From an optimization exercise on the open Yosys and OpenROAD flow, aimed at small area, a short achievable clock period and few clock cycles; shortcuts taken in it are not production practice.
Function was not checked in any run shown here: the RTL went through the layout flow alone.

==> flow/design.v (outline; a module is shown in full before it is edited, if it fits) <==
// module FA: 10 lines
// module INV: 3 lines
// module NAND2: 3 lines
// module NOR2: 3 lines
// module XOR2: 3 lines
// module XNOR2: 3 lines
// module A21OI: 3 lines
// module O21AI: 3 lines
// module HAN: 9 lines
// module HAP: 9 lines
// module MUX2: 3 lines
// module Bitblade: 1884 lines
// module Cfu: 58 lines
module Cfu (
  input               cmd_valid,
  output              cmd_ready,
  input      [9:0]    cmd_payload_function_id,
  input      [31:0]   cmd_payload_inputs_0,
  input      [31:0]   cmd_payload_inputs_1,
  output              rsp_valid,
  input               rsp_ready,
  output     [31:0]   rsp_payload_outputs_0,
  input               reset,
  input               clk
);
  // ...
==> flow/flow/run.sh <==
#!/bin/bash
# Standard layout, with the port buffers made from sky130_fd_sc_hd__buf_2 cells instead of
# the delay cells the flow picks by default.  make's output goes to
# standard.log; each tool's own log is under orfs/logs/.
set -euo pipefail
export BUFFER_PORTS_ARGS="-buffer_cell sky130_fd_sc_hd__buf_2"
bash standard.sh > standard.log 2>&1
==> flow/standard.sh <==
#!/bin/bash
# synth_recipe.tcl (not shown) runs the flow's synth.tcl, then flattens the netlist and writes it again
# the make line also repeats each setting of config.mk as NAME=value (left out here)
make -C /OpenROAD-flow-scripts/flow DESIGN_CONFIG=/design/flow/config.mk WORK_HOME=/design/flow/orfs CLKGATE_MAP_FILE= SYNTH_SCRIPT=/design/flow/synth_recipe.tcl "${@:-finish}"
==> flow/config.mk <==
export PLATFORM = sky130hd
export DESIGN_NAME = Cfu
export DESIGN_NICKNAME = Cfu
export VERILOG_FILES = /design/flow/design.v
export SDC_FILE = /design/flow/constraint.sdc
export NUM_CORES = 4
export LEC_CHECK = 0
export CAP_MARGIN = 20
export CORE_MARGIN = 2
export CORE_UTILIZATION = 40
export SETUP_SLACK_MARGIN = 1.5
export SLEW_MARGIN = 20
export SYNTH_HIERARCHICAL = 1
export SYNTH_MINIMUM_KEEP_SIZE = 0
==> flow/constraint.sdc <==
create_clock -name core_clock -period 13.5 [get_ports {clk}]
set_input_delay 2.7000 -clock core_clock [delete_from_list [all_inputs] [get_ports {clk}]]
set_output_delay 2.7000 -clock core_clock [all_outputs]
set_load 0.01 [all_outputs]
==> metrics.md, run 1 <==
| Metric | Value |
|---|---|
| Floorplan core area | 25900 sq um |
| Endpoints failing hold | 0 |
| Placed instance area | 10900 sq um |
| Most frequent cells in the layout | 258 x fa_1, 173 x nand2_1, 126 x nand3_1 |
| Register area share after synthesis | 0.0877 |
| Status | no timing/DRC/antenna violations |
| Synthesized Nets | 1433 |
| Worst slack, placed | 1.68 ns |
| Critical path class | in -> out |
| CP startpoint | cmd_payload_inputs_0[4] |
| Largest family of logic cells by synthesized area | adder cells |
| Worst reg2reg path endpoint | acc[22] |
| Crit path depth | 18 |
| Adder-cell share of the synthesized area | 0.503 |
| Post-route non-filler standard cell count | 1422 |
| Seq/total area | 0.0831 |
| Clock buffer cells | 5 |
| Tap cells | 335 |
| # fillers | approximately 2500 |
| DRC viols | 0 |
| Worst Setup EP | rsp_payload_outputs_0[22] |
| Syn_area_per_cell | a little under 10 sq um |
| Cell count after synthesis | 1088 |
| Final Util | 0.428 |
| Top delay family on crit path | adder cells |
| All-Layer GR Usage | 0.215 |
| DR pass1 iterations | 5 |
| CTS root buf | clkbuf_16 |
| Met1 wire length | approximately 12000 um |
| Distinct cell type count after synthesis | 47 |
| ANT cells | 1 |
| Largest regs | acc (32), ups (11) |
| HPWL after DPL | about 24000 um |
| Clock latency on the worst-skew pair | just under 0.3 ns |
| Worst clock skew | 0.0126 ns |
| Met3 usage | 0.0403 |
| HP Class | reg -> reg |
| Multi-input gates | 860 |
==> run 2, diff against run 1 <==
--- a/flow/design.v
+++ b/flow/design.v
@@ -33,28 +33,16 @@
   input  a,
   input  b,
   output s,
   output co
 );
 assign s  = ~(a ^ b);
 assign co = a | b;
 endmodule
-module HAP (
-  input  a,
-  input  b,
-  output s,
-  output co
-);
-assign s  = a ^ b;
-assign co = a & b;
-endmodule
-module MUX2 (input a, input b, input c, output y);
-assign y = c ? a : b;
-endmodule
 module Bitblade (
   input         sel8,    
   input         op3,     
   input  [31:0] in_a,
   input  [31:0] in_b,
   input  [31:0] acc,     
   input         ldu,     
   input  [10:0] p_g,     
@@ -1896,46 +1884,17 @@
 XOR2 u1048 (.a(k928), .b(k1028), .y(k1048));
 wire k1049;
 XOR2 u1049 (.a(k931), .b(k1029), .y(k1049));
 wire ck1050;
 assign ck1050 = k1030;
 wire [18:0] lo = {k1049, k1048, k1047, k1046, k1045, k1044, k1043, k1042, k1041, k1040, k1039, k1038, k1037, k1036, k1035, k1034, k1033, k1032, S1031};
 wire [12:0] inc = acc[31:19] + 1'b1;
 wire [31:0] sum = {ck1050 ? inc : acc[31:19], lo};
-wire [12:0] hi1 = op3 ? inc : acc[31:19] & {13{keep}};
-wire [12:0] hi0 = acc[31:19] & {13{keep | op3}};
-wire k1051;
-MUX2 u1051 (.a(hi1[0]), .b(hi0[0]), .c(ck1050), .y(k1051));
-wire k1052;
-MUX2 u1052 (.a(hi1[1]), .b(hi0[1]), .c(ck1050), .y(k1052));
-wire k1053;
-MUX2 u1053 (.a(hi1[2]), .b(hi0[2]), .c(ck1050), .y(k1053));
-wire k1054;
-MUX2 u1054 (.a(hi1[3]), .b(hi0[3]), .c(ck1050), .y(k1054));
-wire k1055;
-MUX2 u1055 (.a(hi1[4]), .b(hi0[4]), .c(ck1050), .y(k1055));
-wire k1056;
-MUX2 u1056 (.a(hi1[5]), .b(hi0[5]), .c(ck1050), .y(k1056));
-wire k1057;
-MUX2 u1057 (.a(hi1[6]), .b(hi0[6]), .c(ck1050), .y(k1057));
-wire k1058;
-MUX2 u1058 (.a(hi1[7]), .b(hi0[7]), .c(ck1050), .y(k1058));
-wire k1059;
-MUX2 u1059 (.a(hi1[8]), .b(hi0[8]), .c(ck1050), .y(k1059));
-wire k1060;
-MUX2 u1060 (.a(hi1[9]), .b(hi0[9]), .c(ck1050), .y(k1060));
-wire k1061;
-MUX2 u1061 (.a(hi1[10]), .b(hi0[10]), .c(ck1050), .y(k1061));
-wire k1062;
-MUX2 u1062 (.a(hi1[11]), .b(hi0[11]), .c(ck1050), .y(k1062));
-wire k1063;
-MUX2 u1063 (.a(hi1[12]), .b(hi0[12]), .c(ck1050), .y(k1063));
-wire [12:0] hi = {k1063, k1062, k1061, k1060, k1059, k1058, k1057, k1056, k1055, k1054, k1053, k1052, k1051};
-wire [31:0] rspv = {hi, lo & {19{op3}} | acc[18:0] & {19{keep}}};
+wire [31:0] rspv = {(op3 & ck1050) ? inc : acc[31:19] & {13{keep | op3}}, lo & {19{op3}} | acc[18:0] & {19{keep}}};
 assign psum = sum[10:0];
 assign rsp = rspv;
 endmodule
 module Cfu (
   input               cmd_valid,
   output              cmd_ready,
   input      [9:0]    cmd_payload_function_id,
   input      [31:0]   cmd_payload_inputs_0,
==> metrics.md, run 2 <==
| Metric | Value |
|---|---|
| Status | no timing/DRC/antenna violations (unchanged) |
| Share of the synthesized area in the top cell type | 0.513 (was 0.492) |
| H-tree depth | 2 (unchanged) |
| Startpoint types | primary input (unchanged) |
| Data arrival time of the worst path | 8.99 ns (was 8.84 ns) |
| First-pass GRT wire length | 44500 um (was 46400 um) |
| Routed vias | 7464 (was 7674) |
| Slew of the pin with the lowest slew margin | 1.01 ns (was 0.787 ns) |
| DR pass1 iterations | 6 (was 5) |
| Clk slew on worst S/H paths | 0.06 ns (was 0.08 ns) |
| Bufs on Longest Clock Path | 2 (unchanged) |
| Critical path class | in -> out (unchanged) |
| Congestion Overflow GR | 0 (unchanged) |
| Floorplan core area | 25000 sq um (was 25900 sq um) |
| Register area share after synthesis | 0.0916 (was 0.0877) |
| Max Fclk | 0.0856 GHz (was 0.0867 GHz) |
| Number of global-route vias before repair | 7984 (was 8420) |
| Post-route non-filler standard cell count | 1393 (was 1422) |
| Share of cells above drive strength 1 | 0.158 (was 0.171) |
| Routability Congestion | 0.912 (was 0.882) |
| Max Cap Viol | 0 (unchanged) |
| Die Y | 163 um (was 166 um) |
| Nets | 1406 (was 1430) |
| # clock sinks | 46 (unchanged) |
| Worst clock skew | 0.00827 ns (was 0.0126 ns) |
| Largest reg by FF count | acc (unchanged) |
| Synth area leader | fa_1 (unchanged) |
| Most frequent cells after synthesis | 258 x fa_1, 181 x nand2_1, 130 x nand3_1 (was 258 x fa_1, 173 x nand2_1, 126 x nand3_1) |
| Post-Place Cells | 1382 (was 1413) |
| Synth area leaders | fa_1 51%, dfxtp_1 9.2%, nand2_1 6.8% (was fa_1 49%, dfxtp_1 8.8%, nand2_1 6.2%) |
| Endpoints failing hold | 0 (unchanged) |
| Setup Viol. Count Final | 0 (unchanged) |
| # fillers | 2470 (was 2546) |
| Cell count after synthesis | 1048 (was 1088) |
| Setup crit end kind | primary output (unchanged) |
| Most frequent cells in the layout | 258 x fa_1, 181 x nand2_1, 130 x nand3_1 (was 258 x fa_1, 173 x nand2_1, 126 x nand3_1) |
| RSZ-0062 raised after global routing | yes (was no) |
| Register area | 921 sq um (unchanged) |
| Clock latency on the worst-skew pair | 0.29 ns (about the same) |
| HP Class | reg -> reg (unchanged) |
| EDFF count, synth | 0 (unchanged) |
| Top FF cell, synth | dfxtp_1 (unchanged) |
| Cell Rows | 58 (was 59) |
| Syn_area_per_cell | 9.60 sq um (was 9.65 sq um) |
| Top Ports | 112 (unchanged) |
| Chip width | 163 um (was 166 um) |
| Max FFs per register | 32 (unchanged) |
| Asr flop ratio synth | 0 (unchanged) |
| Port Buf Inserts | 105 (unchanged) |
| Sum Neg Setup Slack | 0 ns (unchanged) |
| Worst slack, placed | 1.57 ns (was 1.68 ns) |
| Final ANT Viol Nets | 0 (unchanged) |
| Die area | 26400 sq um (was 27600 sq um) |
| CTS root buf | clkbuf_16 (unchanged) |
| Largest net degree at the start of global routing | 161 (was 145) |
| HPWL after DPL | 23300 um (was 23900 um) |
| Cell Area, Synth | 10100 sq um (was 10500 sq um) |
| Final slew viol count | 0 (unchanged) |
| Synthesized Nets | 1393 (was 1433) |
| Min cycle time layout | 11.69 ns (was 11.54 ns) |
| Initial antenna violation count | 0 (unchanged) |
| Starting Density | 0.403 (was 0.405) |
| DRC viols | 0 (unchanged) |
| Distinct cell type count after synthesis | 42 (was 47) |
| Ys Warns | 7 (unchanged) |
| Area Growth Syn to Fin | 7.46% (was 5.58%) |
| FF+latch count, synth | 46 (unchanged) |
| CTS tree | yes (unchanged) |
| Worst slew margin | 0.327 (was 0.475) |
| Most common cell after layout, fill and taps aside | fa_1 (unchanged) |
| 1st-iter DRT viols | 530 (was 678) |
| WL/cell | 19.7 um (about the same) |
| CP required | 10.80 ns (about the same) |
| Area of the multi-input gates | 8480 sq um (was 8790 sq um) |
| Hold_buf cts | 0 (unchanged) |
| Count leader, synth | fa_1 (unchanged) |
| Final wirelength | 27400 um (was 28000 um) |
| Period utilization | 0.866 (was 0.855) |
| Final Util | 0.433 (was 0.428) |
| Final WS setup | 1.81 ns (was 1.96 ns) |
| All-Layer GR Usage | 0.221 (was 0.215) |
| DR vias/cell | 5.36 (was 5.40) |
| Largest regs | acc (32), ups (11) (unchanged) |
| Crit-path max FO | 8 (was 13) |
| TritonCTS Buffers | 5 (unchanged) |
run 2: cell count changes in the layout (fill, tap and decap cells not counted), sizes merged, moves of 2 or more:
| cell | delta |
|---|---|
| o41ai | -3 |
| and2 | -12 |
| o311ai | -3 |
| and4 | +2 |
| nand3 | +4 |
| bufinv | +2 |
| inv | -7 |
| a21oi | -4 |
| nand2 | +9 |
| mux2i | +6 |
| nand4 | -4 |
| mux2 | -16 |
| and3 | +2 |
run 2: timing repair:
action | CTS | global route
gates resized for setup | 0 | 3
setup endpoints to repair | 0 | 8
setup buffers | 0 | 2
run 2: cell type report:
class | count | area share
tap | 330 | 0.0382
timing repair buffer | 109 | 0.0526
multi-input combinational | 839 | 0.785
sequential | 46 | 0.0852
clock inverter | 2 | 0.00556
antenna | 1 | 0.000232
inverter | 60 | 0.0208
clock buffer | 6 | 0.0128
run 2: layer usage:
| metal | part of all wire | global-route usage | up-vias |
|---|---|---|---|
| met3 | 0.075 | 0.0367 | 37 |
| met2 | 0.48 | 0.364 | 282 |
| li1 | - | - | 3320 |
| met1 | 0.43 | 0.312 | 3825 |
| met5 | 0 | 0 | - |
| met4 | 0.021 | 0.0422 | 0 |
run 2: kinds of logic after synthesis:
family | after synthesis | share of synthesized area
muxes | 20 | 0.0199
buffers and inverters | 163 | 0.0674
adders and majority gates | 267 | 0.525
DFF | 46 | 0.0916
and+or+nand+nor | 433 | 0.204
xor gates and xnor gates | 35 | 0.0305
AOI/OAI and AO/OA | 84 | 0.0616
run 2: worst paths after layout:
path | startpoint | to | slack, ns | cells after the start
min | ups[10] | ups[10] | 0.47 | 2
min reg2reg | ups[10] | ups[10] | 0.47 | 2
max reg2reg | mode | acc[26] | 6.24 | 20
max | cmd_payload_inputs_1[5] | rsp_payload_outputs_0[27] | 1.81 | 24
run 2: Yosys stat by module, one instance, submodules excluded:
module	cells inside	times used	cell area [sq um]
HAN	5	8	27.5
NOR2	1	29	3.75
O21AI	1	21	5.00
NAND2	1	40	3.75
Bitblade	471	1	2310
FA	1	258	20.0
INV	1	15	3.75
A21OI	1	28	8.76
Cfu	111	1	1390
XNOR2	1	9	8.76
XOR2	1	26	8.76
run 2: metrics by stage:
stage | cell area, sq um | hold WS, ns
final | 10800 | 0.474
after global routing | 10800 | 0.489
after CTS | 10800 | 0.476
after detailed placement | 10600 | 0.465
after global placement | 10600 | 0.445
after floorplan | 10100 | 0.444
run 2: worst max-delay path: stages:
cell,delay (ns)
buf_2,0.22
nand2_1,0.12
fa_1,0.48
fa_1,0.59
fa_1,0.52
or2_2,0.34
fa_1,0.42
fa_1,0.45
fa_1,0.43
fa_1,0.54
inv_1,0.07
nand2_1,0.09
o21ai_1,0.08
a21oi_2,0.21
inv_1,0.08
a21oi_2,0.25
inv_1,0.09
a21oi_2,0.19
o21ai_2,0.12
and4_1,0.21
and2b_1,0.22
nand4_1,0.12
mux2i_1,0.26
buf_2,0.17

## port drivers added, routing unchanged
Ports are ideal in the flow. The routed layouts listed here were re-timed in OpenROAD.
Step 1 sets driving cells, clkbuf_16 on the clock port and buf_2 on the other inputs (assumed; they add their load-dependent delay and slew).
Step 2 moves the port delays by t, midway between the first and last clock arrival at a register: inputs arrive t later, outputs are due t later. That takes back most of the time a late clock gives input paths.
Three values: no drivers, after step 1, after step 2; two values: the first two.
run | t, ns | setup slack, ns | clock arrival spread, ns
run 1 | 0.320 | 1.964 / 1.941 / 1.941 | 0.012 / 0.012
run 2 | 0.319 | 1.814 / 1.785 / 1.785 | 0.008 / 0.008
After both steps setup and hold are still met in every run listed. The setup slack of run 2, which loses most, moves by -0.029 ns with the drivers and by -0.029 ns with both steps.
